What follows belongs to an exercise in optimizing a design on an open flow for small area; a production flow would make more cautious choices.
Function was checked by simulation only, so behaviour that the tests miss may differ from the original.
No activity file was given, so power comes from the tool's default toggle rates.

**flow/design.v**
```verilog
module pe
#(
	parameter int WDLY = 0       
)
(
	input logic clk,
	input logic rst,
	input logic i_hit,
	input logic [7:0] i_load_data,
	input logic i_pop,
	input logic [7:0] i_left_data,
	input logic [23:0] i_sum,
	output logic [23:0] o_sum,
	output logic [2:0] o_pend
);
logic lp;
logic pp;
logic [7:0] b0;
logic [7:0] b1;
logic [7:0] wgt;
always_ff @(posedge clk) begin
	if (rst)
		lp <= 1'b0;
	else if (i_hit)
		lp <= ~lp;
end
always_ff @(posedge clk) begin
	if (rst)
		pp <= 1'b0;
	else if (i_pop)
		pp <= ~pp;
end
always_ff @(posedge clk) begin
	if (i_hit && !lp)
		b0 <= i_load_data;
	if (i_hit && lp)
		b1 <= i_load_data;
end
generate
	if (WDLY == 0) begin: gen_w0
		assign wgt = pp ? b1 : b0;
	end else begin: gen_wd
		logic [WDLY*8-1:0] wd;
		always_ff @(posedge clk)
			wd <= {wd, pp ? b1 : b0};
		assign wgt = wd[(WDLY-1)*8 +: 8];
	end
endgenerate
logic s1, c1, s2, c2, s3, c3, s4, c4, s5, c5, s6, c6, s7, c7, s8, c8, s9, c9, s10, c10, s11, c11, s12, c12, s13, c13, s14, c14, s15, c15, s16, c16, s17, c17, s18, c18, s19, c19, s20, c20, s21, c21, s22, c22, s23, c23, s24, c24, s25, c25, s26, c26, s27, c27, s28, c28, s29, c29, s30, c30, s31, c31, s32, c32, s33, c33, s34, c34, s35, c35, s36, c36, s37, c37, s38, c38, s39, c39, s40, c40, s41, c41, s42, c42, s43, c43, s44, c44, s45, c45, s46, c46, s47, c47, s48, c48, s49, c49, s50, c50, s51, c51, s52, c52, s53, c53, s54, c54, s55, c55, s56, c56, s57, c57, s58, c58, s59, c59, s60, c60, s61, c61, s62, c62, s63, c63, s64, c64, s65, c65, s66, c66, s67, c67, s68, c68, s69, c69, s70, c70, s71, c71, s72, c72;
ha_p1 u_1 (.x0(i_left_data[0]), .y0(wgt[0]), .i1(i_sum[0]), .s(s1), .co(c1));
fa_p2 u_2 (.x0(i_left_data[0]), .y0(wgt[1]), .x1(i_left_data[1]), .y1(wgt[0]), .i2(i_sum[1]), .s(s2), .co(c2));
ha_p0 u_3 (.i0(c1), .i1(s2), .s(s3), .co(c3));
fa_p2 u_4 (.x0(i_left_data[0]), .y0(wgt[2]), .x1(i_left_data[1]), .y1(wgt[1]), .i2(i_sum[2]), .s(s4), .co(c4));
fa_p1 u_5 (.x0(i_left_data[2]), .y0(wgt[0]), .i1(c2), .i2(s4), .s(s5), .co(c5));
ha_p0 u_6 (.i0(c3), .i1(s5), .s(s6), .co(c6));
fa_p2 u_7 (.x0(i_left_data[0]), .y0(wgt[3]), .x1(i_left_data[1]), .y1(wgt[2]), .i2(i_sum[3]), .s(s7), .co(c7));
fa_p2 u_8 (.x0(i_left_data[2]), .y0(wgt[1]), .x1(i_left_data[3]), .y1(wgt[0]), .i2(c4), .s(s8), .co(c8));
fa_p0 u_9 (.i0(s7), .i1(c5), .i2(s8), .s(s9), .co(c9));
ha_p0 u_10 (.i0(c6), .i1(s9), .s(s10), .co(c10));
fa_p2 u_11 (.x0(i_left_data[0]), .y0(wgt[4]), .x1(i_left_data[1]), .y1(wgt[3]), .i2(i_sum[4]), .s(s11), .co(c11));
fa_p3 u_12 (.x0(i_left_data[2]), .y0(wgt[2]), .x1(i_left_data[3]), .y1(wgt[1]), .x2(i_left_data[4]), .y2(wgt[0]), .s(s12), .co(c12));
fa_p0 u_13 (.i0(c7), .i1(s11), .i2(s12), .s(s13), .co(c13));
fa_p0 u_14 (.i0(c8), .i1(s13), .i2(c9), .s(s14), .co(c14));
ha_p0 u_15 (.i0(c10), .i1(s14), .s(s15), .co(c15));
fa_p2 u_16 (.x0(i_left_data[0]), .y0(wgt[5]), .x1(i_left_data[1]), .y1(wgt[4]), .i2(i_sum[5]), .s(s16), .co(c16));
fa_p3 u_17 (.x0(i_left_data[2]), .y0(wgt[3]), .x1(i_left_data[3]), .y1(wgt[2]), .x2(i_left_data[4]), .y2(wgt[1]), .s(s17), .co(c17));
fa_p1 u_18 (.x0(i_left_data[5]), .y0(wgt[0]), .i1(c11), .i2(c12), .s(s18), .co(c18));
fa_p0 u_19 (.i0(s16), .i1(s17), .i2(c13), .s(s19), .co(c19));
fa_p0 u_20 (.i0(s18), .i1(s19), .i2(c14), .s(s20), .co(c20));
ha_p0 u_21 (.i0(c15), .i1(s20), .s(s21), .co(c21));
fa_p2 u_22 (.x0(i_left_data[0]), .y0(wgt[6]), .x1(i_left_data[1]), .y1(wgt[5]), .i2(i_sum[6]), .s(s22), .co(c22));
fa_p3 u_23 (.x0(i_left_data[2]), .y0(wgt[4]), .x1(i_left_data[3]), .y1(wgt[3]), .x2(i_left_data[4]), .y2(wgt[2]), .s(s23), .co(c23));
fa_p2 u_24 (.x0(i_left_data[5]), .y0(wgt[1]), .x1(i_left_data[6]), .y1(wgt[0]), .i2(c16), .s(s24), .co(c24));
fa_p0 u_25 (.i0(c17), .i1(s22), .i2(s23), .s(s25), .co(c25));
fa_p0 u_26 (.i0(c18), .i1(s24), .i2(s25), .s(s26), .co(c26));
fa_p0 u_27 (.i0(c19), .i1(s26), .i2(c20), .s(s27), .co(c27));
ha_p0 u_28 (.i0(c21), .i1(s27), .s(s28), .co(c28));
fa_p2 u_29 (.x0(i_left_data[0]), .y0(wgt[7]), .x1(i_left_data[1]), .y1(wgt[6]), .i2(i_sum[7]), .s(s29), .co(c29));
fa_p3 u_30 (.x0(i_left_data[2]), .y0(wgt[5]), .x1(i_left_data[3]), .y1(wgt[4]), .x2(i_left_data[4]), .y2(wgt[3]), .s(s30), .co(c30));
fa_p3 u_31 (.x0(i_left_data[5]), .y0(wgt[2]), .x1(i_left_data[6]), .y1(wgt[1]), .x2(i_left_data[7]), .y2(wgt[0]), .s(s31), .co(c31));
fa_p0 u_32 (.i0(c22), .i1(c23), .i2(s29), .s(s32), .co(c32));
fa_p0 u_33 (.i0(s30), .i1(s31), .i2(c24), .s(s33), .co(c33));
fa_p0 u_34 (.i0(c25), .i1(s32), .i2(s33), .s(s34), .co(c34));
fa_p0 u_35 (.i0(c26), .i1(s34), .i2(c27), .s(s35), .co(c35));
ha_p0 u_36 (.i0(c28), .i1(s35), .s(s36), .co(c36));
fa_p2 u_37 (.x0(i_left_data[1]), .y0(wgt[7]), .x1(i_left_data[2]), .y1(wgt[6]), .i2(i_sum[8]), .s(s37), .co(c37));
fa_p3 u_38 (.x0(i_left_data[3]), .y0(wgt[5]), .x1(i_left_data[4]), .y1(wgt[4]), .x2(i_left_data[5]), .y2(wgt[3]), .s(s38), .co(c38));
fa_p2 u_39 (.x0(i_left_data[6]), .y0(wgt[2]), .x1(i_left_data[7]), .y1(wgt[1]), .i2(c29), .s(s39), .co(c39));
fa_p0 u_40 (.i0(c30), .i1(c31), .i2(s37), .s(s40), .co(c40));
fa_p0 u_41 (.i0(s38), .i1(c32), .i2(s39), .s(s41), .co(c41));
fa_p0 u_42 (.i0(s40), .i1(c33), .i2(s41), .s(s42), .co(c42));
fa_p0 u_43 (.i0(c34), .i1(s42), .i2(c35), .s(s43), .co(c43));
ha_p0 u_44 (.i0(c36), .i1(s43), .s(s44), .co(c44));
fa_p2 u_45 (.x0(i_left_data[2]), .y0(wgt[7]), .x1(i_left_data[3]), .y1(wgt[6]), .i2(i_sum[9]), .s(s45), .co(c45));
fa_p3 u_46 (.x0(i_left_data[4]), .y0(wgt[5]), .x1(i_left_data[5]), .y1(wgt[4]), .x2(i_left_data[6]), .y2(wgt[3]), .s(s46), .co(c46));
fa_p1 u_47 (.x0(i_left_data[7]), .y0(wgt[2]), .i1(c37), .i2(c38), .s(s47), .co(c47));
fa_p0 u_48 (.i0(s45), .i1(s46), .i2(c39), .s(s48), .co(c48));
fa_p0 u_49 (.i0(c40), .i1(s47), .i2(c41), .s(s49), .co(c49));
fa_p0 u_50 (.i0(s48), .i1(s49), .i2(c42), .s(s50), .co(c50));
fa_p0 u_51 (.i0(s50), .i1(c43), .i2(c44), .s(s51), .co(c51));
fa_p2 u_52 (.x0(i_left_data[3]), .y0(wgt[7]), .x1(i_left_data[4]), .y1(wgt[6]), .i2(i_sum[10]), .s(s52), .co(c52));
fa_p3 u_53 (.x0(i_left_data[5]), .y0(wgt[5]), .x1(i_left_data[6]), .y1(wgt[4]), .x2(i_left_data[7]), .y2(wgt[3]), .s(s53), .co(c53));
fa_p0 u_54 (.i0(c45), .i1(c46), .i2(s52), .s(s54), .co(c54));
fa_p0 u_55 (.i0(s53), .i1(c47), .i2(s54), .s(s55), .co(c55));
fa_p0 u_56 (.i0(c48), .i1(s55), .i2(c49), .s(s56), .co(c56));
ha_p0 u_57 (.i0(s56), .i1(c50), .s(s57), .co(c57));
fa_p2 u_58 (.x0(i_left_data[4]), .y0(wgt[7]), .x1(i_left_data[5]), .y1(wgt[6]), .i2(i_sum[11]), .s(s58), .co(c58));
fa_p2 u_59 (.x0(i_left_data[6]), .y0(wgt[5]), .x1(i_left_data[7]), .y1(wgt[4]), .i2(c52), .s(s59), .co(c59));
fa_p0 u_60 (.i0(c53), .i1(s58), .i2(c54), .s(s60), .co(c60));
fa_p0 u_61 (.i0(s59), .i1(c55), .i2(s60), .s(s61), .co(c61));
ha_p0 u_62 (.i0(s61), .i1(c56), .s(s62), .co(c62));
fa_p2 u_63 (.x0(i_left_data[5]), .y0(wgt[7]), .x1(i_left_data[6]), .y1(wgt[6]), .i2(i_sum[12]), .s(s63), .co(c63));
fa_p1 u_64 (.x0(i_left_data[7]), .y0(wgt[5]), .i1(c58), .i2(s63), .s(s64), .co(c64));
fa_p0 u_65 (.i0(c59), .i1(s64), .i2(c60), .s(s65), .co(c65));
fa_p0 u_66 (.i0(s65), .i1(c61), .i2(c62), .s(s66), .co(c66));
fa_p2 u_67 (.x0(i_left_data[6]), .y0(wgt[7]), .x1(i_left_data[7]), .y1(wgt[6]), .i2(i_sum[13]), .s(s67), .co(c67));
fa_p0 u_68 (.i0(c63), .i1(s67), .i2(c64), .s(s68), .co(c68));
fa_p0 u_69 (.i0(s68), .i1(c65), .i2(c66), .s(s69), .co(c69));
fa_p1 u_70 (.x0(i_left_data[7]), .y0(wgt[7]), .i1(i_sum[14]), .i2(c67), .s(s70), .co(c70));
fa_p0 u_71 (.i0(s70), .i1(c68), .i2(c69), .s(s71), .co(c71));
fa_p0 u_72 (.i0(i_sum[15]), .i1(c70), .i2(c71), .s(s72), .co(c72));
assign o_sum[0] = s1;
assign o_sum[1] = s3;
assign o_sum[2] = s6;
assign o_sum[3] = s10;
assign o_sum[4] = s15;
assign o_sum[5] = s21;
assign o_sum[6] = s28;
assign o_sum[7] = s36;
assign o_sum[8] = s44;
assign o_sum[9] = s51;
assign o_sum[10] = s57;
assign o_sum[11] = s62;
assign o_sum[12] = s66;
assign o_sum[13] = s69;
assign o_sum[14] = s71;
assign o_sum[15] = s72;
assign o_sum[23:16] = i_sum[23:16];
assign o_pend[0] = c51;    
assign o_pend[1] = c57;    
assign o_pend[2] = c72;    
endmodule
module pe_fix
(
	input logic [23:0] i_sum,
	input logic [2:0] i_pend,
	output logic [23:0] o_sum
);
logic s1, c1, s2, c2, s3, c3, s4, c4, s5, c5, s6, c6, s7, c7, s8, c8, s9, c9, s10, c10, s11, c11, s12, c12, s13, c13, s14, c14;
ha_p0 u_1 (.i0(i_sum[10]), .i1(i_pend[0]), .s(s1), .co(c1));
fa_p0 u_2 (.i0(i_sum[11]), .i1(i_pend[1]), .i2(c1), .s(s2), .co(c2));
ha_p0 u_3 (.i0(i_sum[12]), .i1(c2), .s(s3), .co(c3));
ha_p0 u_4 (.i0(i_sum[13]), .i1(c3), .s(s4), .co(c4));
ha_p0 u_5 (.i0(i_sum[14]), .i1(c4), .s(s5), .co(c5));
ha_p0 u_6 (.i0(i_sum[15]), .i1(c5), .s(s6), .co(c6));
fa_p0 u_7 (.i0(i_sum[16]), .i1(i_pend[2]), .i2(c6), .s(s7), .co(c7));
ha_p0 u_8 (.i0(i_sum[17]), .i1(c7), .s(s8), .co(c8));
ha_p0 u_9 (.i0(i_sum[18]), .i1(c8), .s(s9), .co(c9));
ha_p0 u_10 (.i0(i_sum[19]), .i1(c9), .s(s10), .co(c10));
ha_p0 u_11 (.i0(i_sum[20]), .i1(c10), .s(s11), .co(c11));
ha_p0 u_12 (.i0(i_sum[21]), .i1(c11), .s(s12), .co(c12));
ha_p0 u_13 (.i0(i_sum[22]), .i1(c12), .s(s13), .co(c13));
ha_p0 u_14 (.i0(i_sum[23]), .i1(c13), .s(s14), .co(c14));
assign o_sum[9:0] = i_sum[9:0];
assign o_sum[10] = s1;
assign o_sum[11] = s2;
assign o_sum[12] = s3;
assign o_sum[13] = s4;
assign o_sum[14] = s5;
assign o_sum[15] = s6;
assign o_sum[16] = s7;
assign o_sum[17] = s8;
assign o_sum[18] = s9;
assign o_sum[19] = s10;
assign o_sum[20] = s11;
assign o_sum[21] = s12;
assign o_sum[22] = s13;
assign o_sum[23] = s14;
endmodule
module pe_top
#(
	parameter int WDLY = 0       
)
(
	input logic clk,
	input logic rst,
	input logic i_hit,
	input logic [7:0] i_load_data,
	input logic i_pop,
	input logic [7:0] i_left_data,
	input logic [23:0] i_sum,
	output logic [23:0] o_sum,
	output logic [3:0] o_pend
);
logic lp;
logic pp;
logic [7:0] b0;
logic [7:0] b1;
logic [7:0] wgt;
always_ff @(posedge clk) begin
	if (rst)
		lp <= 1'b0;
	else if (i_hit)
		lp <= ~lp;
end
always_ff @(posedge clk) begin
	if (rst)
		pp <= 1'b0;
	else if (i_pop)
		pp <= ~pp;
end
always_ff @(posedge clk) begin
	if (i_hit && !lp)
		b0 <= i_load_data;
	if (i_hit && lp)
		b1 <= i_load_data;
end
generate
	if (WDLY == 0) begin: gen_w0
		assign wgt = pp ? b1 : b0;
	end else begin: gen_wd
		logic [WDLY*8-1:0] wd;
		always_ff @(posedge clk)
			wd <= {wd, pp ? b1 : b0};
		assign wgt = wd[(WDLY-1)*8 +: 8];
	end
endgenerate
logic s1, c1, s2, c2, s3, c3, s4, c4, s5, c5, s6, c6, s7, c7, s8, c8, s9, c9, s10, c10, s11, c11, s12, c12, s13, c13, s14, c14, s15, c15, s16, c16, s17, c17, s18, c18, s19, c19, s20, c20, s21, c21, s22, c22, s23, c23, s24, c24, s25, c25, s26, c26, s27, c27, s28, c28, s29, c29, s30, c30, s31, c31, s32, c32, s33, c33, s34, c34, s35, c35, s36, c36, s37, c37, s38, c38, s39, c39, s40, c40, s41, c41, s42, c42, s43, c43, s44, c44, s45, c45, s46, c46, s47, c47, s48, c48, s49, c49, s50, c50, s51, c51, s52, c52, s53, c53, s54, c54, s55, c55, s56, c56, s57, c57, s58, c58, s59, c59, s60, c60, s61, c61, s62, c62, s63, c63, s64, c64, s65, c65, s66, c66, s67, c67, s68, c68;
ha_p1 u_1 (.x0(i_left_data[0]), .y0(wgt[0]), .i1(i_sum[0]), .s(s1), .co(c1));
fa_p2 u_2 (.x0(i_left_data[0]), .y0(wgt[1]), .x1(i_left_data[1]), .y1(wgt[0]), .i2(i_sum[1]), .s(s2), .co(c2));
ha_p0 u_3 (.i0(c1), .i1(s2), .s(s3), .co(c3));
fa_p3 u_4 (.x0(i_left_data[0]), .y0(wgt[2]), .x1(i_left_data[1]), .y1(wgt[1]), .x2(i_left_data[2]), .y2(wgt[0]), .s(s4), .co(c4));
fa_p0 u_5 (.i0(s4), .i1(i_sum[2]), .i2(c2), .s(s5), .co(c5));
ha_p0 u_6 (.i0(c3), .i1(s5), .s(s6), .co(c6));
fa_p3 u_7 (.x0(i_left_data[0]), .y0(wgt[3]), .x1(i_left_data[1]), .y1(wgt[2]), .x2(i_left_data[2]), .y2(wgt[1]), .s(s7), .co(c7));
fa_p1 u_8 (.x0(i_left_data[3]), .y0(wgt[0]), .i1(c4), .i2(s7), .s(s8), .co(c8));
fa_p0 u_9 (.i0(i_sum[3]), .i1(s8), .i2(c5), .s(s9), .co(c9));
ha_p0 u_10 (.i0(c6), .i1(s9), .s(s10), .co(c10));
fa_p3 u_11 (.x0(i_left_data[0]), .y0(wgt[4]), .x1(i_left_data[1]), .y1(wgt[3]), .x2(i_left_data[2]), .y2(wgt[2]), .s(s11), .co(c11));
fa_p2 u_12 (.x0(i_left_data[3]), .y0(wgt[1]), .x1(i_left_data[4]), .y1(wgt[0]), .i2(c7), .s(s12), .co(c12));
fa_p0 u_13 (.i0(s11), .i1(i_sum[4]), .i2(c8), .s(s13), .co(c13));
fa_p0 u_14 (.i0(s12), .i1(s13), .i2(c9), .s(s14), .co(c14));
ha_p0 u_15 (.i0(c10), .i1(s14), .s(s15), .co(c15));
fa_p3 u_16 (.x0(i_left_data[0]), .y0(wgt[5]), .x1(i_left_data[1]), .y1(wgt[4]), .x2(i_left_data[2]), .y2(wgt[3]), .s(s16), .co(c16));
fa_p3 u_17 (.x0(i_left_data[3]), .y0(wgt[2]), .x1(i_left_data[4]), .y1(wgt[1]), .x2(i_left_data[5]), .y2(wgt[0]), .s(s17), .co(c17));
fa_p0 u_18 (.i0(c11), .i1(s16), .i2(s17), .s(s18), .co(c18));
fa_p0 u_19 (.i0(i_sum[5]), .i1(c12), .i2(s18), .s(s19), .co(c19));
fa_p0 u_20 (.i0(c13), .i1(s19), .i2(c14), .s(s20), .co(c20));
fa_p3 u_21 (.x0(i_left_data[0]), .y0(wgt[6]), .x1(i_left_data[1]), .y1(wgt[5]), .x2(i_left_data[2]), .y2(wgt[4]), .s(s21), .co(c21));
fa_p3 u_22 (.x0(i_left_data[3]), .y0(wgt[3]), .x1(i_left_data[4]), .y1(wgt[2]), .x2(i_left_data[5]), .y2(wgt[1]), .s(s22), .co(c22));
fa_p1 u_23 (.x0(i_left_data[6]), .y0(wgt[0]), .i1(c16), .i2(c17), .s(s23), .co(c23));
fa_p0 u_24 (.i0(s21), .i1(s22), .i2(i_sum[6]), .s(s24), .co(c24));
fa_p0 u_25 (.i0(c18), .i1(s23), .i2(s24), .s(s25), .co(c25));
ha_p0 u_26 (.i0(c19), .i1(s25), .s(s26), .co(c26));
fa_p3 u_27 (.x0(i_left_data[0]), .y0(wgt[7]), .x1(i_left_data[1]), .y1(wgt[6]), .x2(i_left_data[2]), .y2(wgt[5]), .s(s27), .co(c27));
fa_p3 u_28 (.x0(i_left_data[3]), .y0(wgt[4]), .x1(i_left_data[4]), .y1(wgt[3]), .x2(i_left_data[5]), .y2(wgt[2]), .s(s28), .co(c28));
fa_p2 u_29 (.x0(i_left_data[6]), .y0(wgt[1]), .x1(i_left_data[7]), .y1(wgt[0]), .i2(c21), .s(s29), .co(c29));
fa_p0 u_30 (.i0(c22), .i1(s27), .i2(s28), .s(s30), .co(c30));
fa_p0 u_31 (.i0(i_sum[7]), .i1(c23), .i2(s29), .s(s31), .co(c31));
fa_p0 u_32 (.i0(s30), .i1(c24), .i2(s31), .s(s32), .co(c32));
fa_p0 u_33 (.i0(c25), .i1(s32), .i2(c26), .s(s33), .co(c33));
fa_p3 u_34 (.x0(i_left_data[1]), .y0(wgt[7]), .x1(i_left_data[2]), .y1(wgt[6]), .x2(i_left_data[3]), .y2(wgt[5]), .s(s34), .co(c34));
fa_p3 u_35 (.x0(i_left_data[4]), .y0(wgt[4]), .x1(i_left_data[5]), .y1(wgt[3]), .x2(i_left_data[6]), .y2(wgt[2]), .s(s35), .co(c35));
fa_p1 u_36 (.x0(i_left_data[7]), .y0(wgt[1]), .i1(c27), .i2(c28), .s(s36), .co(c36));
fa_p0 u_37 (.i0(s34), .i1(s35), .i2(i_sum[8]), .s(s37), .co(c37));
fa_p0 u_38 (.i0(c29), .i1(c30), .i2(s36), .s(s38), .co(c38));
fa_p0 u_39 (.i0(c31), .i1(s37), .i2(s38), .s(s39), .co(c39));
fa_p0 u_40 (.i0(c32), .i1(s39), .i2(c33), .s(s40), .co(c40));
fa_p3 u_41 (.x0(i_left_data[2]), .y0(wgt[7]), .x1(i_left_data[3]), .y1(wgt[6]), .x2(i_left_data[4]), .y2(wgt[5]), .s(s41), .co(c41));
fa_p3 u_42 (.x0(i_left_data[5]), .y0(wgt[4]), .x1(i_left_data[6]), .y1(wgt[3]), .x2(i_left_data[7]), .y2(wgt[2]), .s(s42), .co(c42));
fa_p0 u_43 (.i0(c34), .i1(c35), .i2(s41), .s(s43), .co(c43));
fa_p0 u_44 (.i0(s42), .i1(i_sum[9]), .i2(c36), .s(s44), .co(c44));
fa_p0 u_45 (.i0(s43), .i1(c37), .i2(c38), .s(s45), .co(c45));
fa_p0 u_46 (.i0(s44), .i1(s45), .i2(c39), .s(s46), .co(c46));
ha_p0 u_47 (.i0(s46), .i1(c40), .s(s47), .co(c47));
fa_p3 u_48 (.x0(i_left_data[3]), .y0(wgt[7]), .x1(i_left_data[4]), .y1(wgt[6]), .x2(i_left_data[5]), .y2(wgt[5]), .s(s48), .co(c48));
fa_p2 u_49 (.x0(i_left_data[6]), .y0(wgt[4]), .x1(i_left_data[7]), .y1(wgt[3]), .i2(c41), .s(s49), .co(c49));
fa_p0 u_50 (.i0(c42), .i1(s48), .i2(i_sum[10]), .s(s50), .co(c50));
fa_p0 u_51 (.i0(c43), .i1(s49), .i2(c44), .s(s51), .co(c51));
fa_p0 u_52 (.i0(s50), .i1(c45), .i2(s51), .s(s52), .co(c52));
fa_p0 u_53 (.i0(s52), .i1(c46), .i2(c47), .s(s53), .co(c53));
fa_p3 u_54 (.x0(i_left_data[4]), .y0(wgt[7]), .x1(i_left_data[5]), .y1(wgt[6]), .x2(i_left_data[6]), .y2(wgt[5]), .s(s54), .co(c54));
fa_p1 u_55 (.x0(i_left_data[7]), .y0(wgt[4]), .i1(c48), .i2(s54), .s(s55), .co(c55));
fa_p0 u_56 (.i0(i_sum[11]), .i1(c49), .i2(s55), .s(s56), .co(c56));
fa_p0 u_57 (.i0(c50), .i1(s56), .i2(c51), .s(s57), .co(c57));
ha_p0 u_58 (.i0(c52), .i1(s57), .s(s58), .co(c58));
fa_p3 u_59 (.x0(i_left_data[5]), .y0(wgt[7]), .x1(i_left_data[6]), .y1(wgt[6]), .x2(i_left_data[7]), .y2(wgt[5]), .s(s59), .co(c59));
fa_p0 u_60 (.i0(c54), .i1(s59), .i2(i_sum[12]), .s(s60), .co(c60));
fa_p0 u_61 (.i0(c55), .i1(s60), .i2(c56), .s(s61), .co(c61));
fa_p0 u_62 (.i0(s61), .i1(c57), .i2(c58), .s(s62), .co(c62));
fa_p2 u_63 (.x0(i_left_data[6]), .y0(wgt[7]), .x1(i_left_data[7]), .y1(wgt[6]), .i2(c59), .s(s63), .co(c63));
fa_p0 u_64 (.i0(i_sum[13]), .i1(s63), .i2(c60), .s(s64), .co(c64));
fa_p0 u_65 (.i0(s64), .i1(c61), .i2(c62), .s(s65), .co(c65));
fa_p1 u_66 (.x0(i_left_data[7]), .y0(wgt[7]), .i1(i_sum[14]), .i2(c63), .s(s66), .co(c66));
fa_p0 u_67 (.i0(s66), .i1(c64), .i2(c65), .s(s67), .co(c67));
fa_p0 u_68 (.i0(i_sum[15]), .i1(c66), .i2(c67), .s(s68), .co(c68));
assign o_sum[0] = s1;
assign o_sum[1] = s3;
assign o_sum[2] = s6;
assign o_sum[3] = s10;
assign o_sum[4] = s15;
assign o_sum[5] = s20;
assign o_sum[6] = s26;
assign o_sum[7] = s33;
assign o_sum[8] = s40;
assign o_sum[9] = s47;
assign o_sum[10] = s53;
assign o_sum[11] = s58;
assign o_sum[12] = s62;
assign o_sum[13] = s65;
assign o_sum[14] = s67;
assign o_sum[15] = s68;
assign o_sum[23:16] = i_sum[23:16];
assign o_pend[0] = c15;    
assign o_pend[1] = c20;    
assign o_pend[2] = c53;    
assign o_pend[3] = c68;    
endmodule
module pe_top_fix
(
	input logic [23:0] i_sum,
	input logic [3:0] i_pend,
	output logic [23:0] o_sum
);
logic s1, c1, s2, c2, s3, c3, s4, c4, s5, c5, s6, c6, s7, c7, s8, c8, s9, c9, s10, c10, s11, c11, s12, c12, s13, c13, s14, c14, s15, c15, s16, c16, s17, c17, s18, c18, s19, c19;
ha_p0 u_1 (.i0(i_sum[5]), .i1(i_pend[0]), .s(s1), .co(c1));
fa_p0 u_2 (.i0(i_sum[6]), .i1(i_pend[1]), .i2(c1), .s(s2), .co(c2));
ha_p0 u_3 (.i0(i_sum[7]), .i1(c2), .s(s3), .co(c3));
ha_p0 u_4 (.i0(i_sum[8]), .i1(c3), .s(s4), .co(c4));
ha_p0 u_5 (.i0(i_sum[9]), .i1(c4), .s(s5), .co(c5));
ha_p0 u_6 (.i0(i_sum[10]), .i1(c5), .s(s6), .co(c6));
fa_p0 u_7 (.i0(i_sum[11]), .i1(i_pend[2]), .i2(c6), .s(s7), .co(c7));
ha_p0 u_8 (.i0(i_sum[12]), .i1(c7), .s(s8), .co(c8));
ha_p0 u_9 (.i0(i_sum[13]), .i1(c8), .s(s9), .co(c9));
ha_p0 u_10 (.i0(i_sum[14]), .i1(c9), .s(s10), .co(c10));
ha_p0 u_11 (.i0(i_sum[15]), .i1(c10), .s(s11), .co(c11));
fa_p0 u_12 (.i0(i_sum[16]), .i1(i_pend[3]), .i2(c11), .s(s12), .co(c12));
ha_p0 u_13 (.i0(i_sum[17]), .i1(c12), .s(s13), .co(c13));
ha_p0 u_14 (.i0(i_sum[18]), .i1(c13), .s(s14), .co(c14));
ha_p0 u_15 (.i0(i_sum[19]), .i1(c14), .s(s15), .co(c15));
ha_p0 u_16 (.i0(i_sum[20]), .i1(c15), .s(s16), .co(c16));
ha_p0 u_17 (.i0(i_sum[21]), .i1(c16), .s(s17), .co(c17));
ha_p0 u_18 (.i0(i_sum[22]), .i1(c17), .s(s18), .co(c18));
ha_p0 u_19 (.i0(i_sum[23]), .i1(c18), .s(s19), .co(c19));
assign o_sum[4:0] = i_sum[4:0];
assign o_sum[5] = s1;
assign o_sum[6] = s2;
assign o_sum[7] = s3;
assign o_sum[8] = s4;
assign o_sum[9] = s5;
assign o_sum[10] = s6;
assign o_sum[11] = s7;
assign o_sum[12] = s8;
assign o_sum[13] = s9;
assign o_sum[14] = s10;
assign o_sum[15] = s11;
assign o_sum[16] = s12;
assign o_sum[17] = s13;
assign o_sum[18] = s14;
assign o_sum[19] = s15;
assign o_sum[20] = s16;
assign o_sum[21] = s17;
assign o_sum[22] = s18;
assign o_sum[23] = s19;
endmodule
module fa_p0 (input logic i0, input logic i1, input logic i2, output logic s, output logic co);
logic t0;
assign t0 = i0;
logic t1;
assign t1 = i1;
logic t2;
assign t2 = i2;
assign {co, s} = t0 + t1 + t2;
endmodule
module fa_p1 (input logic x0, input logic y0, input logic i1, input logic i2, output logic s, output logic co);
assign s = ~(~(x0 & y0) ^ ~i1 ^ ~i2);
assign co = ~((~(x0 & y0) & ~i1) | (~(x0 & y0) & ~i2) | (~i1 & ~i2));
endmodule
module fa_p2 (input logic x0, input logic y0, input logic x1, input logic y1, input logic i2, output logic s, output logic co);
logic t0;
assign t0 = (x0 & y0);
logic t1;
assign t1 = (x1 & y1);
logic t2;
assign t2 = i2;
assign {co, s} = t0 + t1 + t2;
endmodule
module fa_p3 (input logic x0, input logic y0, input logic x1, input logic y1, input logic x2, input logic y2, output logic s, output logic co);
logic t0;
assign t0 = (x0 & y0);
logic t1;
assign t1 = (x1 & y1);
logic t2;
assign t2 = (x2 & y2);
assign {co, s} = t0 + t1 + t2;
endmodule
module ha_p0 (input logic i0, input logic i1, output logic s, output logic co);
logic t0;
assign t0 = i0;
logic t1;
assign t1 = i1;
assign {co, s} = t0 + t1;
endmodule
module ha_p1 (input logic x0, input logic y0, input logic i1, output logic s, output logic co);
logic t0;
assign t0 = (x0 & y0);
logic t1;
assign t1 = i1;
assign {co, s} = t0 + t1;
endmodule
module systolic_pe_array
#(
	parameter int PE_ARRAY_W = 8,
	parameter int PE_ARRAY_H = 8,
	parameter int IN_DATA_WIDTH = 8,
	parameter int OUT_DATA_WIDTH = 24
)
(
	input logic clk,
	input logic rst,
	input logic [PE_ARRAY_W-1:0] i_load_vld,
	input logic [PE_ARRAY_W*$clog2(PE_ARRAY_H)-1:0] i_load_id,
	input logic [PE_ARRAY_W*IN_DATA_WIDTH-1:0] i_load_data,
	input logic [PE_ARRAY_W-1:0] i_pop_vld,
	input logic [PE_ARRAY_W*OUT_DATA_WIDTH-1:0] i_up_data,
	input logic [PE_ARRAY_H*IN_DATA_WIDTH-1:0] i_left_data,
	output logic [PE_ARRAY_W*OUT_DATA_WIDTH-1:0] o_down_data
);
localparam int IDW = $clog2(PE_ARRAY_H);
localparam int W = PE_ARRAY_W;
localparam int H = PE_ARRAY_H;
localparam int DW = IN_DATA_WIDTH;
localparam int SW = OUT_DATA_WIDTH;
localparam int NS = 4*H;         
localparam int PN = 3;           
localparam int CW = $clog2(H+1);  
localparam int NP_TOP = 4;       
localparam int NP_MID = 3;       
logic rst_d1, rst_d2;
always_ff @(posedge clk) begin
	rst_d1 <= rst;
	rst_d2 <= rst_d1;
end
logic [H*W*DW-1:0] sr;
generate
	for (genvar i = 0; i < H; i++) begin: gen_row
		localparam int NSR = (i == 0) ? W : W - 2;
		always_ff @(posedge clk) begin
			sr[i*W*DW +: DW] <= i_left_data[i*DW +: DW];
			sr[i*W*DW+DW +: (NSR-1)*DW] <= sr[i*W*DW +: (NSR-1)*DW];
		end
		if (NSR < W) begin: gen_unused
			assign sr[i*W*DW+NSR*DW +: (W-NSR)*DW] = '0;
		end
	end
endgenerate
generate
	for (genvar j = 0; j < W; j++) begin: gen_col
		localparam int DL = (j < 2) ? 2 - j : 0;    
		logic [H*CW-1:0] code;
		logic [H*DW-1:0] data;
		logic [H-1:0] hit;
		logic [H-1:0] pop;
		logic rst_c;
		logic [NS*SW-1:0] ps;
		logic [H*SW-1:0] sum;
		logic [H*SW-1:0] fix;
		if (DL == 2) begin: gen_dl2
			logic vld_d1, vld_d2, pop_d1, pop_d2;
			logic [IDW-1:0] id_d1, id_d2;
			logic [DW-1:0] data_d1, data_d2;
			always_ff @(posedge clk) begin
				vld_d1 <= i_load_vld[j];
				vld_d2 <= vld_d1;
				id_d1 <= i_load_id[j*IDW +: IDW];
				id_d2 <= id_d1;
				data_d1 <= i_load_data[j*DW +: DW];
				data_d2 <= data_d1;
				pop_d1 <= i_pop_vld[j];
				pop_d2 <= pop_d1;
			end
			assign code[0 +: CW] = vld_d2 ? CW'(id_d2) + 1'b1 : '0;
			assign data[0 +: DW] = data_d2;
			assign pop[0] = pop_d2;
			assign rst_c = rst_d2;
		end else if (DL == 1) begin: gen_dl1
			logic vld_d1, pop_d1;
			logic [IDW-1:0] id_d1;
			logic [DW-1:0] data_d1;
			always_ff @(posedge clk) begin
				vld_d1 <= i_load_vld[j];
				id_d1 <= i_load_id[j*IDW +: IDW];
				data_d1 <= i_load_data[j*DW +: DW];
				pop_d1 <= i_pop_vld[j];
			end
			assign code[0 +: CW] = vld_d1 ? CW'(id_d1) + 1'b1 : '0;
			assign data[0 +: DW] = data_d1;
			assign pop[0] = pop_d1;
			assign rst_c = rst_d1;
		end else begin: gen_dl0
			assign code[0 +: CW] = i_load_vld[j] ? CW'(i_load_id[j*IDW +: IDW]) + 1'b1 : '0;
			assign data[0 +: DW] = i_load_data[j*DW +: DW];
			assign pop[0] = i_pop_vld[j];
			assign rst_c = rst;
		end
		for (genvar r = 0; r < H; r++) begin: gen_pe
			localparam int CWR = (r == 0) ? CW : $clog2(H - r + 1);
			localparam int OFS = (r == 0) ? 0 : DL - 2;
			assign hit[r] = code[r*CW +: CW] == 1;
			if (r > 0) begin: gen_stage
				logic [PN-2:0] pv;
				logic [CWR-1:0] cr;
				always_ff @(posedge clk) begin
					if (rst_c || code[(r-1)*CW +: CW] < 2)
						cr <= '0;
					else
						cr <= CWR'(code[(r-1)*CW +: CW] - 1'b1);
					data[r*DW +: DW] <= data[(r-1)*DW +: DW];
					if (rst_c) begin
						pv <= '0;
						pop[r] <= 1'b0;
					end else begin
						pv <= {pv, pop[r-1]};
						pop[r] <= pv[PN-2];
					end
				end
				assign code[r*CW +: CW] = CW'(cr);
			end
			if (r == 0) begin: gen_top
				logic [NP_TOP-1:0] pend, pend_r;
				pe_top #(.WDLY(2 - DL)) u_pe (
					.clk(clk),
					.rst(rst_c),
					.i_hit(hit[r]),
					.i_load_data(data[r*DW +: DW]),
					.i_pop(pop[r]),
					.i_left_data(sr[(r*W+j)*DW +: DW]),
					.i_sum(i_up_data[j*SW +: SW]),
					.o_sum(sum[r*SW +: SW]),
					.o_pend(pend)
				);
				pe_top_fix u_fix (
					.i_sum(ps[(4*r+OFS)*SW +: SW]),
					.i_pend(pend_r),
					.o_sum(fix[r*SW +: SW])
				);
				always_ff @(posedge clk)
					pend_r <= pend;
			end else begin: gen_mid
				logic [NP_MID-1:0] pend, pend_r;
				pe u_pe (
					.clk(clk),
					.rst(rst_c),
					.i_hit(hit[r]),
					.i_load_data(data[r*DW +: DW]),
					.i_pop(pop[r]),
					.i_left_data(sr[(r*W+j+DL-2)*DW +: DW]),
					.i_sum(ps[(4*r+OFS-1)*SW +: SW]),
					.o_sum(sum[r*SW +: SW]),
					.o_pend(pend)
				);
				pe_fix u_fix (
					.i_sum(ps[(4*r+OFS)*SW +: SW]),
					.i_pend(pend_r),
					.o_sum(fix[r*SW +: SW])
				);
				always_ff @(posedge clk)
					pend_r <= pend;
			end
			always_ff @(posedge clk) begin
				ps[(4*r+OFS)*SW +: SW] <= sum[r*SW +: SW];
				ps[(4*r+OFS+1)*SW +: SW] <= fix[r*SW +: SW];
			end
		end
		for (genvar k = 2; k < NS; k++) begin: gen_delay
			if (!((k - DL + 2) % 4 == 0 && k - DL + 2 <= 4*(H-1)) && !((k - DL + 1) % 4 == 0 && k - DL + 1 <= 4*(H-1))) begin: gen_d
				always_ff @(posedge clk)
					ps[k*SW +: SW] <= ps[(k-1)*SW +: SW];
			end
		end
		assign o_down_data[j*SW +: SW] = ps[(NS-1)*SW +: SW];
	end
endgenerate
endmodule
```
**flow/run.sh**
```bash
#!/bin/bash
# synth_recipe.tcl (not shown) runs the flow's synth.tcl, then flattens the netlist and writes it again
# the make line also repeats each setting of config.mk as NAME=value (left out here)
make -C /OpenROAD-flow-scripts/flow DESIGN_CONFIG=/design/flow/config.mk WORK_HOME=/design/flow/orfs CLKGATE_MAP_FILE= SYNTH_SCRIPT=/design/flow/synth_recipe.tcl finish
```
**flow/config.mk**
```make
export PLATFORM = sky130hd
export DESIGN_NAME = systolic_pe_array
export DESIGN_NICKNAME = systolic_pe_array
export VERILOG_FILES = /design/flow/design.v
export SDC_FILE = /design/flow/constraint.sdc
export NUM_CORES = 4
export LEC_CHECK = 0
export CAP_MARGIN = 20
export CORE_MARGIN = 2
export CORE_UTILIZATION = 40
export CTS_CLUSTER_DIAMETER = 120
export CTS_CLUSTER_SIZE = 22
export SLEW_MARGIN = 20
export SYNTH_HIERARCHICAL = 1
export SYNTH_MINIMUM_KEEP_SIZE = 0
```
**flow/constraint.sdc**
```tcl
create_clock -name core_clock -period 6.5 [get_ports {clk}]
set_input_delay 1.3000 -clock core_clock [delete_from_list [all_inputs] [get_ports {clk}]]
set_output_delay 1.3000 -clock core_clock [all_outputs]
set_load 0.01 [all_outputs]
```
==> run summary <==
-- worst min path at each step --
stage,from,endpoint,depth (start not counted)
after floorplan,gen_col[0].gen_dl2.data_d1[0],gen_col[0].gen_dl2.data_d2[0],0
after global placement,gen_col[6].ps[55],gen_col[6].ps[79],0
after detailed placement,gen_col[0].gen_dl2.data_d1[7],gen_col[0].gen_dl2.data_d2[7],0
after CTS,gen_col[6].ps[107],gen_col[6].ps[131],0
after global routing,gen_col[6].ps[106],gen_col[6].ps[130],0
final,gen_col[6].ps[107],gen_col[6].ps[131],0
-- layout by cell type (no fill, tap or decap), types with 32 or more instances in the layout --
| master | netlist | final |
|---|---|---|
| edfxtp_1 | 1024 | 1024 |
| diode_2 | 0 | 36 |
| dfxtp_1 | 7769 | 7760 |
| mux2_4 | 512 | 512 |
| buf_4 | 3465 | 48 |
| inv_1 | 82 | 82 |
| xnor2_1 | 132 | 132 |
| nor2_1 | 209 | 209 |
| fa_1 | 4032 | 4032 |
| clkbuf_16 | 0 | 450 |
| clkbuf_1 | 21 | 203 |
| and2_1 | 4167 | 4167 |
| o21bai_1 | 32 | 32 |
| ha_1 | 1559 | 1559 |
| clkdlybuf4s50_1 | 0 | 552 |
| nor2b_1 | 270 | 270 |
-- layout make-up --
type                            count  area, um^2  area share
Multi-Input combinational cell  11081      139000       0.387
Inverter                           82         308    0.000858
Antenna cell                       36        90.1    0.000251
Sequential cell                  8793      186000       0.519
Tap cell                        11591       14500      0.0404
Clock inverter                     40         656     0.00183
Clock buffer                      657       12100      0.0337
Timing Repair Buffer              603        5940      0.0166
-- modules after synthesis, one instance, submodules excluded, excerpt --
module | cells inside | copies in the design
fa_p1 | 2 | 320
pe_top_fix | 24 | 8
fa_p2 | 3 | 992
ha_p0 | 1 | 1416
fa_p3 | 4 | 576
ha_p1 | 2 | 64
systolic_pe_array | 8416 | 1
pe_fix | 24 | 56
fa_p0 | 1 | 2144
-- cells by family after synthesis --
logic type / Yosys count
simple gates: 4750
xor+xnor: 136
mux: 525
flops: 8793
buf+inv: 3638
compound gates: 79
fa+ha+maj: 5591
-- registers in the layout, indices dropped and copies added, names as in the netlist, 8 cells and up --
| name | count |
|---|---|
| gen_col.ps | 6144 |
| gen_col.data | 448 |
| gen_col.gen_pe.gen_mid.u_pe.b0 | 448 |
| gen_col.gen_pe.gen_mid.u_pe.b1 | 448 |
| sr | 400 |
| gen_col.gen_pe.gen_mid.pend_r | 168 |
| gen_col.gen_pe.gen_stage.cr | 136 |
| gen_col.gen_pe.gen_stage.pv | 112 |
| gen_col.gen_pe.gen_top.u_pe.gen_wd.wd | 104 |
| gen_col.gen_pe.gen_top.u_pe.b0 | 64 |
| gen_col.gen_pe.gen_top.u_pe.b1 | 64 |
| gen_col.gen_pe.gen_mid.u_pe.lp | 56 |
| gen_col.gen_pe.gen_mid.u_pe.pp | 56 |
| gen_col.pop | 56 |
| gen_col.gen_pe.gen_top.pend_r | 32 |
| gen_col.gen_dl2.data_d1 | 8 |
| gen_col.gen_dl2.data_d2 | 8 |
| gen_col.gen_pe.gen_top.u_pe.lp | 8 |
| gen_col.gen_pe.gen_top.u_pe.pp | 8 |
| gen_col.genblk1.gen_dl1.data_d1 | 8 |
-- stage by stage --
stage	utilization	setup slack (ns)	std cells
detailed placement	0.394	0.780	32150
CTS	0.409	0.727	32847
global placement	0.394	0.826	32150
finish	0.409	0.821	32883
global route	0.409	0.600	32848
floorplan	-	1.18	23512
-- worst max-delay path: cells and delay by family (launching register included) --
family / cells / cell delay, ns
and+or+nand+nor: 1 / 0.17
muxes: 1 / 0.39
DFF: 1 / 0.69
adders and majority gates: 10 / 4.30
-- per-layer routing --
layer  part of all wire  routed length, um  vias up
li1                   -                  -    65641
met4              0.020              11800       12
met1               0.54             314000    68444
met3              0.035              20500      667
met5            0.00011                 66        -
met2               0.40             235000     1775
-- power groups by stage --
| stage | registers, uW | logic, uW | clock network [uW] |
|---|---|---|---|
| 2_1_floorplan | 80300 | 63700 | 0 |
| 3_3_place_gp | 83400 | 46300 | 0 |
| 3_5_place_dp | 83600 | 46600 | 0 |
| 4_1_cts | 82300 | 47500 | 31300 |
| 5_1_grt | 83800 | 55100 | 33200 |
| 6_report | 81900 | 45400 | 29800 |
==> metrics.md <==
| Metric | Value |
|---|---|
| Run status | `no timing/DRC/antenna violations` |
| Pwr per Cell Area | `438 nW/um^2` |
| Gate Count Post-Synth | `23.5k` |
| VDD IR max | `0.257 mV` |
| Post-synth top cells | `dfxtp_1, and2_1, fa_1, buf_4, ha_1` |
| Fraction of layout cells with a size suffix above 1 | `0.0513` |
| Highest Clock Rate | `176 MHz` |
| CP Max Fanout | `9` |
| Global placer's final weighted congestion | `0.841` |
| Power share of the sequential group | `0.521` |
| Synth area leader | `dfxtp_1` |
| H-tree Lvls | `5` |
| CTS Buffer Depth | `4` |
| Max-cap violations | `0` |
| Met3 Usage GRT | `0.0174` |
| Synth Area in Simple Gates | `0.0828` |
| Switching pwr | `46,800 uW` |
| Cts hold-fix bufs | `0` |
| R2R depth | `12` |
| Setup crit end | `gen_col[2].ps[633]` |
| Reg2Reg Setup Slack | `0.82 ns` |
| Setup bufs post-CTS | `0` |
| Yosys warns | `18` |
| CP max stage cell | `dfxtp_1` |
| Post-synthesis compound-gate area fraction | `0.00163` |
| RSZ-0062 raised after global routing | `no` |
| TritonCTS clock tree | `built` |
| Number of distinct library cells after synthesis | `44` |
| Worst setup SP type | `register` |
| Fin crit share | `0.874` |
| Placed Instance Area | `346,000 um^2` |
| DR vias/cell | `4.15` |
| IO buf count | `553` |
| Fraction of the mapped netlist area in adder cells | `0.284` |
| Drt drc | `0` |
| CP cell instances | `mux2_4, and2_1, fa_1, fa_1, fa_1, fa_1, fa_1, fa_1, fa_1, fa_1, ha_1, fa_1` |
| CP startpoint | `gen_col[2].gen_pe[7].gen_mid.u_pe.pp` |
| DRT iter0 DRCs | `6,580` |
| Chip height | `943 um` |
| CTS buffer count | `445` |
| Most frequent cell after synthesis | `dfxtp_1` |
| Post-synthesis xor/xnor area fraction | `0.00338` |
| EDFF count, synth | `1,024` |
| Core area | `878,000 um^2` |
| Detail Route Antenna Nets | `0` |
| Slew Limit Fails | `0` |
| Vias in the first global route | `152k` |
| IO Count | `554` |
| Synth Register Bits | `8,793` |
| Clk sinks | `8,793` |
| GRT met1 Usage | `0.208` |
| Mux contribution to synthesized area | `0.0222` |
| Crit path DAT | `6.62 ns` |
| Critical setup path kind | `register to register` |
| Least-Margin Pin Slew | `1.14 ns` |
| Mapped cell area | `352,000 um^2` |
| Worst min-delay path class | `register to register` |
| Worst path required time | `7.44 ns` |
| Cell internal pwr | `110,000 uW` |
| Die area | `889,000 um^2` |
| Endpoints failing setup | `0` |
| Sw frac | `0.298` |
| Clock Latency Late Sink | `1.08 ns` |
| Main synth FF type | `dfxtp_1` |
| Synthesized Nets | `29.5k` |
| Met2 Track Usage GR | `0.190` |
| Tmin final | `5.68 ns` |
| CTS root buffer | `clkbuf_16` |
| Slew margin rel. | `0.241` |
| Worst path most repeated cell | `fa_1` |
| Area contributors post-synth | `dfxtp_1, fa_1, edfxtp_1, and2_1, buf_4` |
| Initial antenna violation count | `72` |
| Fin area | `359,000 um^2` |
| Starting density of the core | `0.402` |
| TritonRoute pass-1 iters | `7` |
| LEAKAGE | `0.149 uW` |
| Die X | `943 um` |
| DR WL/cell | `17.7 um` |
| Fillers | `79.0k` |
| Hold_ws | `0.279 ns` |
| Worst-path clk slew | `0.09 ns` |
| Syn_area_per_cell | `15.0 um^2` |
| Worst reg2reg endpoint | `gen_col[2].ps[633]` |
| GRT Total Usage | `0.130` |
| Post-route setup TNS | `0 ns` |
| Worst Skew | `0.0600 ns` |
| Largest family of logic cells by synthesized area | `adder cells` |
| Post-synthesis sequential area ratio | `0.529` |
| Async S/R FF share, synth | `0` |
| Std-Cell Rows | `344` |
| PostCTS Resize Cnt | `0` |
| Crit-path max cell delay | `0.69 ns` |
| First-pass GRT wire length | `912,000 um` |
| Largest net degree at the start of global routing | `94` |
| DR vias | `137k` |
| Grt total ovfl | `0` |
| FF-to-FF Start | `gen_col[2].gen_pe[7].gen_mid.u_pe.pp` |
| Pwr Total | `157,000 uW` |
| Post-synth top area share | `0.441` |
| Clk pwr share | `0.190` |
| P&R area growth vs syn | `1.82%` |
| Final hold vios | `0` |
| Worst Setup End Kind | `register` |
| Nets | `27.0k` |
| Final wirelength | `581,000 um` |
| Combinational share of power | `0.289` |
| HPWL Detailed | `450,000 um` |
| Layer with the highest usage | `met1` |

-- what the ideal ports hide --
No port has a modelled driver above. Below, the same layout with a new extraction and two added sets of constraints. Step 1 assumes that a clkbuf_16 drives the clock port and a buf_2 every other input. Step 2 also shifts input and output timing later by t, the mid clock arrival at the registers, as if the neighbouring blocks saw the same clock. Three values: ideal, step 1, step 2; two values: the first two.
t, ns: 1.195
setup WS [ns]: 0.821 / 0.821 / 0.821
cell pins on the clock port's net: 1
After both steps setup and hold are still met in this run. For this run, drivers alone change the setup slack by 0.000 ns; drivers and shift together by 0.000 ns.
